This is an optimization exercise on Yosys and OpenROAD, whose aim is small area, not a production implementation.
The RTL was checked by simulation tests, not by an equivalence proof against the original design.
Power figures rest on the tool's default switching activity, not on a simulated workload.

==> design.v <==
`timescale 1ns / 1ps
module clk_div_disp(
    input clk,
    input rst,
    input reset,
    output slow_clk,
    output time_clk,
    output slow_tick,
    output time_tick
    );
    reg [9:0] slow;
    reg [12:0] time_count;
    reg slow_reg;
    reg time_c;
    assign slow_clk = slow_reg;
    assign time_clk = time_c;
    assign time_tick = !(time_count < 5000) && !time_c;
    assign slow_tick = !(slow < 1000) && !slow_reg;
    always @(posedge clk) begin
        if (rst) begin
            time_count <= 0;
            time_c <= 0;
          end
        else if (time_count < 5000) begin 
            time_count <= time_count + 1;
          end
        else begin
            time_c <= ~time_c;
            time_count <= 0;
          end
    end
    always @(posedge clk) begin
        if (rst) begin
            slow <= 0;
            slow_reg <= 0;
          end
        else if (slow < 1000) begin 
            slow <= slow + 1;
          end
        else begin
            slow_reg <= ~slow_reg;
            slow <= 0;
          end
    end
endmodule
`timescale 1ns / 1ps
module hexto7segment(
    input [3:0] x,
    output reg [6:0] r
    );
    always @(*)
        case(x)
            4'b0000: r = 7'b0000001;
            4'b0001: r = 7'b1001111;
            4'b0010: r = 7'b0010010;
            4'b0011: r = 7'b0000110;
            4'b0100: r = 7'b1001100;
            4'b0101: r = 7'b0100100;
            4'b0110: r = 7'b0100000;
            4'b0111: r = 7'b0001111;
            4'b1000: r = 7'b0000000;
            4'b1001: r = 7'b0000100;
            default: r = 7'b1111111;
        endcase
endmodule
`timescale 1ns / 1ps
module stopwatch(
    input clk,
    input rst,    
    input en,     
    input toggle,
    input reset,
    input [1:0] mode,
    input [7:0] sw,
    output reg [3:0] reg_d0,  
    output reg [3:0] reg_d1,  
    output reg [3:0] reg_d2,  
    output reg [3:0] reg_d3   
    );
    reg toggle_ff;
    reg ss;
    reg finish;
    reg idle;
always @ (posedge clk) begin
  if (rst) begin
    toggle_ff <= 0;
    ss <= 1;
  end
  else if (en) begin
    toggle_ff <= toggle;
    if( toggle_ff && !toggle)
        ss <= ~ss;
  end
end
always @ (posedge clk) begin
  if (rst) begin
    reg_d0 <= 0;
    reg_d1 <= 0;
    reg_d2 <= 0;
    reg_d3 <= 0;
    finish = 0;
    idle = 1;
  end
  else if (en) begin
    if (mode == 2'b00) begin
        if (ss == 1 && reset == 1)  
             begin 
                reg_d0 <= 0;  
                reg_d1 <= 0;  
                reg_d2 <= 0;  
                reg_d3 <= 0;  
                finish = 0;
            end
        else if (ss == 1 && reset != 0) 
           begin
           reg_d0 <= reg_d0;
           reg_d1 <= reg_d1;
           reg_d2 <= reg_d2;
           reg_d3 <= reg_d3;
           end
           else if (ss != 1 && finish != 1)
              begin
              if(reg_d0 == 9) begin           
                 reg_d0 <= 0;                          
                   if (reg_d1 == 9) begin          
                      reg_d1 <= 0;                  
                         if (reg_d2 == 9) begin
                           reg_d2 <= 0;       
                                if(reg_d3 == 9)begin
                                  reg_d2 <= 9;
                                  reg_d1 <= 9;
                                  reg_d0 <= 9;
                                  finish = 1;
                                end else
                                reg_d3 <= reg_d3 + 1; 
                          end else                      
                          reg_d2 <= reg_d2 + 1;
                        end else                             
                        reg_d1 <= reg_d1 + 1; 
                  end else                                    
                  reg_d0 <= reg_d0 + 1;
               end
     end
     if (mode == 2'b01) begin
         if(ss == 1 && reset == 0 && idle == 1) begin
              reg_d0 <= 0;  
              reg_d1 <= 0;  
              reg_d2 <= sw[3:0];  
              reg_d3 <= sw[7:4];  
              finish = 0;
              end
      if (ss == 1 && reset ==1)  
            begin 
              reg_d0 <= 0;  
              reg_d1 <= 0;  
              reg_d2 <= sw[3:0];  
              reg_d3 <= sw[7:4];  
              finish = 0;
              idle = 1;
            end
      else if (ss == 1 && reset != 0) 
           begin
             reg_d0 <= reg_d0;
             reg_d1 <= reg_d1;
             reg_d2 <= reg_d2;
             reg_d3 <= reg_d3;
             idle = 1;
           end
      else if (ss != 1 && finish != 1)
          begin
              idle = 0;
                if(reg_d0 == 9) begin              
                  reg_d0 <= 0;                          
                    if (reg_d1 == 9) begin          
                       reg_d1 <= 0;                  
                          if (reg_d2 == 9) begin     
                          reg_d2 <= 0;       
                          if(reg_d3 == 9)begin
                          reg_d2 <= 9;
                          reg_d1 <= 9;
                          reg_d0 <= 9;
                          finish = 1;
                          end else
                          reg_d3 <= reg_d3 + 1; 
                          end else                      
                          reg_d2 <= reg_d2 + 1;
                    end else                             
                    reg_d1 <= reg_d1 + 1; 
                end else                                    
                reg_d0 <= reg_d0 + 1;
          end
      end
    if (mode == 2'b10) begin
         if (ss == 1 && reset ==1)
         begin 
             reg_d0 <= 9;
             reg_d1 <= 9;
             reg_d2 <= 9;
             reg_d3 <= 9;
         end
         else if (ss == 1 && reset != 0) 
         begin
             reg_d0 <= reg_d0;  
             reg_d1 <= reg_d1;  
             reg_d2 <= reg_d2;  
             reg_d3 <= reg_d3;  
         end
         else if (ss != 1 && finish == 0) begin
           if(reg_d0 == 0) begin
              reg_d0 <= 9;
              if (reg_d1 == 0) begin
                     reg_d1 <= 9;
                     if (reg_d2 == 0) begin
                             reg_d2 <= 9; 
                             if(reg_d3 == 0) begin
                                 reg_d0 <= 0;
                                 reg_d1 <= 0;
                                 reg_d2 <= 0;
                                 reg_d3 <= 0;
                                 finish = 1;
                             end else
                                 reg_d3 <= reg_d3 - 1;
                         end else
                             reg_d2 <= reg_d2 - 1;
                  end else
                      reg_d1 <= reg_d1 - 1; 
           end else 
             reg_d0 <= reg_d0 - 1;
          end
    end
    if (mode == 2'b11) begin
      if (ss == 1 && reset == 0  && idle == 1) begin
          reg_d0 <= 0;
          reg_d1 <= 0;
          reg_d2 <= sw[3:0];
          reg_d3 <= sw[7:4];
      end
      else if (ss == 1 && reset != 0) begin
          reg_d0 <= reg_d0;  
          reg_d1 <= reg_d1;  
          reg_d2 <= reg_d2;  
          reg_d3 <= reg_d3;  
          idle = 1;
      end
      else if (ss != 1 && finish == 0) begin  
        idle = 0;
        if(reg_d0 == 0) begin
              reg_d0 <= 9;
              if (reg_d1 == 0) begin
                     reg_d1 <= 9;
                     if (reg_d2 == 0) begin
                             reg_d2 <= 9; 
                             if(reg_d3 == 0) begin
                                 reg_d0 <= 0;
                                 reg_d1 <= 0;
                                 reg_d2 <= 0;
                                 reg_d3 <= 0;
                                 finish = 1;
                             end else
                              reg_d3 <= reg_d3 - 1;
                     end else
                     reg_d2 <= reg_d2 - 1;
              end else
              reg_d1 <= reg_d1 - 1; 
        end else 
        reg_d0 <= reg_d0 - 1;
        end            
 end
end
  end
endmodule
`timescale 1ns / 1ps
module time_fsm(
    input clk,
    input rst,
    input en,
    input reset,
    input [6:0] in0,
    input [6:0] in1,
    input [6:0] in2,
    input [6:0] in3,
    output reg dp,
    output reg [3:0] an,
    output reg [6:0] sseg
    );
    reg [1:0] state;
    reg [1:0] next;
    always @ (*) begin
        case(state)
            2'b00: next = 2'b01;
            2'b01: next = 2'b10;
            2'b10: next = 2'b11;
            2'b11: next = 2'b00;
        endcase
    end
    always @ (*) begin
        case(state)
            2'b00: sseg = in0;
            2'b01: sseg = in1;
            2'b10: sseg = in2;
            2'b11: sseg = in3;
        endcase
        case(state)
            2'b00: begin 
                    an = 4'b1110;
                    dp =1;
                    end
            2'b01: begin 
                    an = 4'b1101;
                    dp =1;
                    end
            2'b10: begin 
                    an = 4'b1011;
                   dp = 0;
                   end
            2'b11: begin 
                    an = 4'b0111;
                   dp =1;
                   end
        endcase
    end
    always @ (posedge clk) begin
        if (rst || reset)
            state <= 2'b00;
        else if (en)
            state <= next;
    end
endmodule
`timescale 1ns / 1ps
module time_multiplex_main(
    input clk,
    input rst,
    input toggle,
    input reset,
    input [7:0] sw,
    input [1:0] mode,
    output dp,
    output [3:0] an,
    output [6:0] sseg
    );
    wire [6:0] in0, in1, in2, in3;
    wire slow_clk;
    wire time_clk;
    wire slow_tick;
    wire time_tick;
    wire [3:0] reg_d0;  
    wire [3:0] reg_d1;  
    wire [3:0] reg_d2;  
    wire [3:0] reg_d3;  
    hexto7segment c1 (.x(reg_d0), .r(in0));
    hexto7segment c2 (.x(reg_d1), .r(in1));
    hexto7segment c3 (.x(reg_d2), .r(in2));
    hexto7segment c4 (.x(reg_d3), .r(in3));
    clk_div_disp clock (.clk(clk), .rst(rst), .reset(reset), .slow_clk(slow_clk), .time_clk(time_clk),
        .slow_tick(slow_tick), .time_tick(time_tick));
    stopwatch stopwatch_a (
        .clk(clk),
        .rst(rst),
        .en(time_tick),
        .toggle(toggle),
        .reset(reset),
        .mode(mode[1:0]),
        .sw(sw[7:0]),
        .reg_d0(reg_d0),
        .reg_d1(reg_d1),
        .reg_d2(reg_d2),
        .reg_d3(reg_d3));
    time_fsm c6 (
        .clk(clk),
        .rst(rst),
        .en(slow_tick),
        .reset(reset),
        .in0(in0),
        .in1(in1),
        .in2(in2),
        .in3(in3),
        .dp(dp),
        .an(an),
        .sseg(sseg));   
endmodule
==> run.sh <==
#!/bin/bash
# synth_recipe.tcl (not shown) runs the flow's synth.tcl, then flattens the netlist and writes it again
# the make line also repeats each setting of config.mk as NAME=value (left out here)
make -C /OpenROAD-flow-scripts/flow DESIGN_CONFIG=/design/flow/config.mk WORK_HOME=/design/flow/orfs CLKGATE_MAP_FILE= SYNTH_SCRIPT=/design/flow/synth_recipe.tcl finish
==> config.mk <==
export PLATFORM = sky130hd
export DESIGN_NAME = time_multiplex_main
export DESIGN_NICKNAME = time_multiplex_main
export VERILOG_FILES = /design/flow/design.v
export SDC_FILE = /design/flow/constraint.sdc
export NUM_CORES = 4
export LEC_CHECK = 0
export CAP_MARGIN = 20
export CORE_MARGIN = 2
export CORE_UTILIZATION = 40
export SLEW_MARGIN = 20
==> constraint.sdc <==
create_clock -name core_clock -period 10.0 [get_ports {clk}]
set_input_delay 2.0000 -clock core_clock [delete_from_list [all_inputs] [get_ports {clk}]]
set_output_delay 2.0000 -clock core_clock [all_outputs]
set_load 0.01 [all_outputs]
==> load_flow_metrics.sql <==
INSERT INTO impl_metrics (metric_group, metric, value, unit) VALUES
('critical_path', 'worst_setup_path_end_kind', 'register', ''),
('timing', 'rsz_0062_raised_after_global_routing', 'no', ''),
('floorplan', 'coreArea', '0.01388', 'mm2'),
('worst_hold_path', 'hold-path-cell-count', '1', ''),
('placed_design', 'dp_hpwl', '12.88', 'mm'),
('clocking', 'cts_buffers', '9', ''),
('finish', 'number_of_antenna_diodes', '0', ''),
('placed_design', 'place_inst', '903', ''),
('grt', 'first_global_vias', '5311', ''),
('timing', 'layout_worst_path_cycle_share', '0.5522', ''),
('synthesis', 'syn_inst', '734', ''),
('synthesis', 'synth_edf_count', '0', ''),
('finish', 'fin_nets', '788', ''),
('clocking', 'depth_of_the_cts_h_tree', '3', ''),
('synthesis', 'yosys.cell_types.count', '87', ''),
('pwr', 'irDropWorstVdd', '84.22', 'uV'),
('critical_path', 'cp_data_required_time', '10.24', 'ns'),
('timing', 'max-slew-margin-rel', '0.3727', ''),
('floorplan', 'die_width', '123.3', 'um'),
('detailed_routing', 'residual_drc_count', '0', ''),
('timing', 'max_clock_freq', '181.1', 'MHz'),
('detailed_routing', 'wl', '17.33', 'mm'),
('finish', 'mostFrequentLayoutCell', 'nor2_1', ''),
('finish', 'area_growth_from_synthesis_to_layout', '10.62', '%'),
('placed_design', 'detailed_place.area', '0.006006', 'mm2'),
('detailed_routing', 'first_pass_iters', '5', ''),
('critical_path', 'critical_path.startpoint_type', 'input pin', ''),
('clocking', 'clock-root-buffer', 'clkbuf_16', ''),
('clocking', 'worstSkewPairLatency', '0.34', 'ns'),
('floorplan', 'die-area', '0.01520', 'mm2'),
('clocking', 'clock_path_buffers', '2', ''),
('worst_hold_path', 'hold_path_end', 'clock.slow[0]$_SDFF_PP0_', ''),
('outcome', 'outcome', 'timing/DRC/antenna clean', ''),
('timing', 'slew_viol_final', '0', ''),
('critical_path', 'crit-reg2reg-launch', 'stopwatch_a.ss$_SDFFE_PP1P_', ''),
('synthesis', 'yosysWarningCount', '4', ''),
('critical_path', 'worst_case_register_to_register_setup_slack', '6.35', 'ns'),
('job', 'maxCapViolations', '0', ''),
('grt', 'first_pass_grt_wire_length', '28.20', 'mm'),
('critical_path', 'critical_path_arrival', '5.76', 'ns'),
('timing', 'fin_skew', '0.009507', 'ns'),
('clocking', 'cts_hold_repair.buffers', '0', ''),
('critical_path', 'largest_incremental_delay_on_the_critical_path', '0.90', 'ns'),
('clocking', 'numClockSinks', '75', ''),
('detailed_routing', 'dr_vias_cell', '6.150', ''),
('timing', 'report.final.setup_viol', '0', ''),
('detailed_routing', 'routed_length_per_instance', '18.85', 'um'),
('finish', 'layout_common_cells', 'nor2_1, dfxtp_1, a21oi_1', ''),
('floorplan', 'floorplan.rows', '43', ''),
('grt', 'grt_max_degree', '48', ''),
('finish', 'stdcell_area', '0.006295', 'mm2'),
('synthesis', 'synthesis.nets', '788', ''),
('clocking', 'post_cts.repair.setup_buffers', '0', ''),
('finish', 'flip_flop_count_of_the_largest_register_all_copies_and_words_added', '13', ''),
('critical_path', 'maximum_fanout_encountered_on_the_critical_timing_path', '26', ''),
('finish', 'multi_input_combinational_cell_area', '0.003841', 'mm2'),
('worst_hold_path', 'hp-class', 'reg2reg', ''),
('floorplan', 'floorplan.io_pins', '26', ''),
('floorplan', 'die_h', '123.3', 'um'),
('synthesis', 'synth.ff_latch_count', '75', ''),
('synthesis', 'syn_avg_cell_area', '7.753', 'um2'),
('finish', 'regArea', '0.001501', 'mm2'),
('timing', 'timing.final.hold_violations', '0', ''),
('clocking', 'cts-resized-gates', '0', ''),
('synthesis', 'asyncSetResetFlopFracSynth', '0', ''),
('timing', 'setup-tns-final', '0', 'ns'),
('pwr', 'total_power', '0.6715', 'mW'),
('critical_path', 'worst-r2r-cell-count', '8', ''),
('floorplan', 'initial_core_util', '0.4100', ''),
('synthesis', 'ys_dominant_reg_cell', 'dfxtp_1', ''),
('finish', 'layout-drive-gt1-share', '0.07037', '');
==> cell families after synthesis <==
kind of cell	count (synthesis)	share of synthesized area
and+or+nand+nor	279	0.2641
AOI/OAI and AO/OA	216	0.2546
buffers and inverters	83	0.06113
DFF	75	0.2639
adders and majority gates	40	0.08795
xor gates and xnor gates	22	0.03386
muxes	19	0.03452
==> cell usage after synthesis (all sizes together) (9+ instances only) <==
master   n  area, um2
nor2    92      350.3
dfxtp   75       1501
a21oi   56      284.0
nand2   54      202.7
o21ai   44      220.2
inv     43      161.4
ha      40      500.5
nor3    27      178.9
buf     26      133.9
nand3   25      130.1
a31oi   16      100.1
mux2i   14      140.1
clkbuf  13      48.80
xnor2   12      105.1
nand2b  11      76.32
and3    10      67.56
xor2    10      87.58
a211oi   9      72.57
==> power by group <==
group          switching, mW  internal, mW
clock                  0.120         0.200
sequential           0.00188         0.301
combinational         0.0319        0.0167
total                  0.154         0.518
==> layout make-up <==
type                    instances  share of cell area
clock inverters                 2            0.005565
repair buffers                 28             0.04333
clock buffers                  14             0.04035
well taps                     180             0.03578
inverters                      44             0.02624
flip-flops and latches         75              0.2385
multi-input cells             576              0.6102
==> worst max path at each step <==
stage | from | endpoint | slack, ns | cells past startpoint
after floorplan | mode[1] | c6.in2[5]$_DFF_P_ | 5.67 | 12
after global placement | mode[0] | c6.in2[5]$_DFF_P_ | 4.31 | 12
after detailed placement | mode[0] | c6.in2[3]$_DFF_P_ | 4.20 | 11
after CTS | mode[0] | c6.in2[3]$_DFF_P_ | 4.57 | 11
after global routing | mode[0] | c6.in2[3]$_DFF_P_ | 4.31 | 11
final | mode[0] | c6.in2[3]$_DFF_P_ | 4.48 | 11
==> critical path: cells and delay by family <==
family | cells | cell delay [ns]
and+or+nand+nor | 3 | 1.25
AOI/OAI and AO/OA | 6 | 1.32
adders and majority gates | 1 | 0.29
buffers and inverters | 1 | 0.90
==> layer usage <==
layer | global-route usage | routed length, um | vias up
li1 | - | - | 2678
met1 | 0.3383 | 8027 | 2721
met2 | 0.3568 | 7680 | 222
met3 | 0.04336 | 1211 | 31
met4 | 0.08239 | 405 | 0
met5 | 0 | 0 | -
==> stage by stage <==
step / setup slack, ns / utilization
global placement: 4.305 / 0.4327
global route: 4.309 / 0.4535
CTS: 4.567 / 0.4535
finish: 4.478 / 0.4535
floorplan: 5.672 / -
detailed placement: 4.202 / 0.4327

-- static timing again, ports no longer ideal --
In the flow no input, the clock included, has a driving cell. The finished layout below was timed again as built, in two steps.
Step 1 sets driving cells, clkbuf_16 on the clock port and buf_2 on the other inputs (assumed; they add their load-dependent delay and slew).
Step 2 also shifts input and output timing later by t, the mid clock arrival at the registers, as if the neighbouring blocks saw the same clock.
Three values: ideal ports, drivers, drivers and shift; two values: the first two.
t, ns: 0.369
slack for setup (ns): 4.478 / 4.489 / 4.119
worst setup path after step 2: input to register
slew at the worst register clock pin (ns): 0.06 / 0.06
pins driven straight from the clock port: 1
After both steps this run still meets setup and hold. The setup slack of this run moves by +0.011 ns with the drivers and by -0.359 ns with both steps.
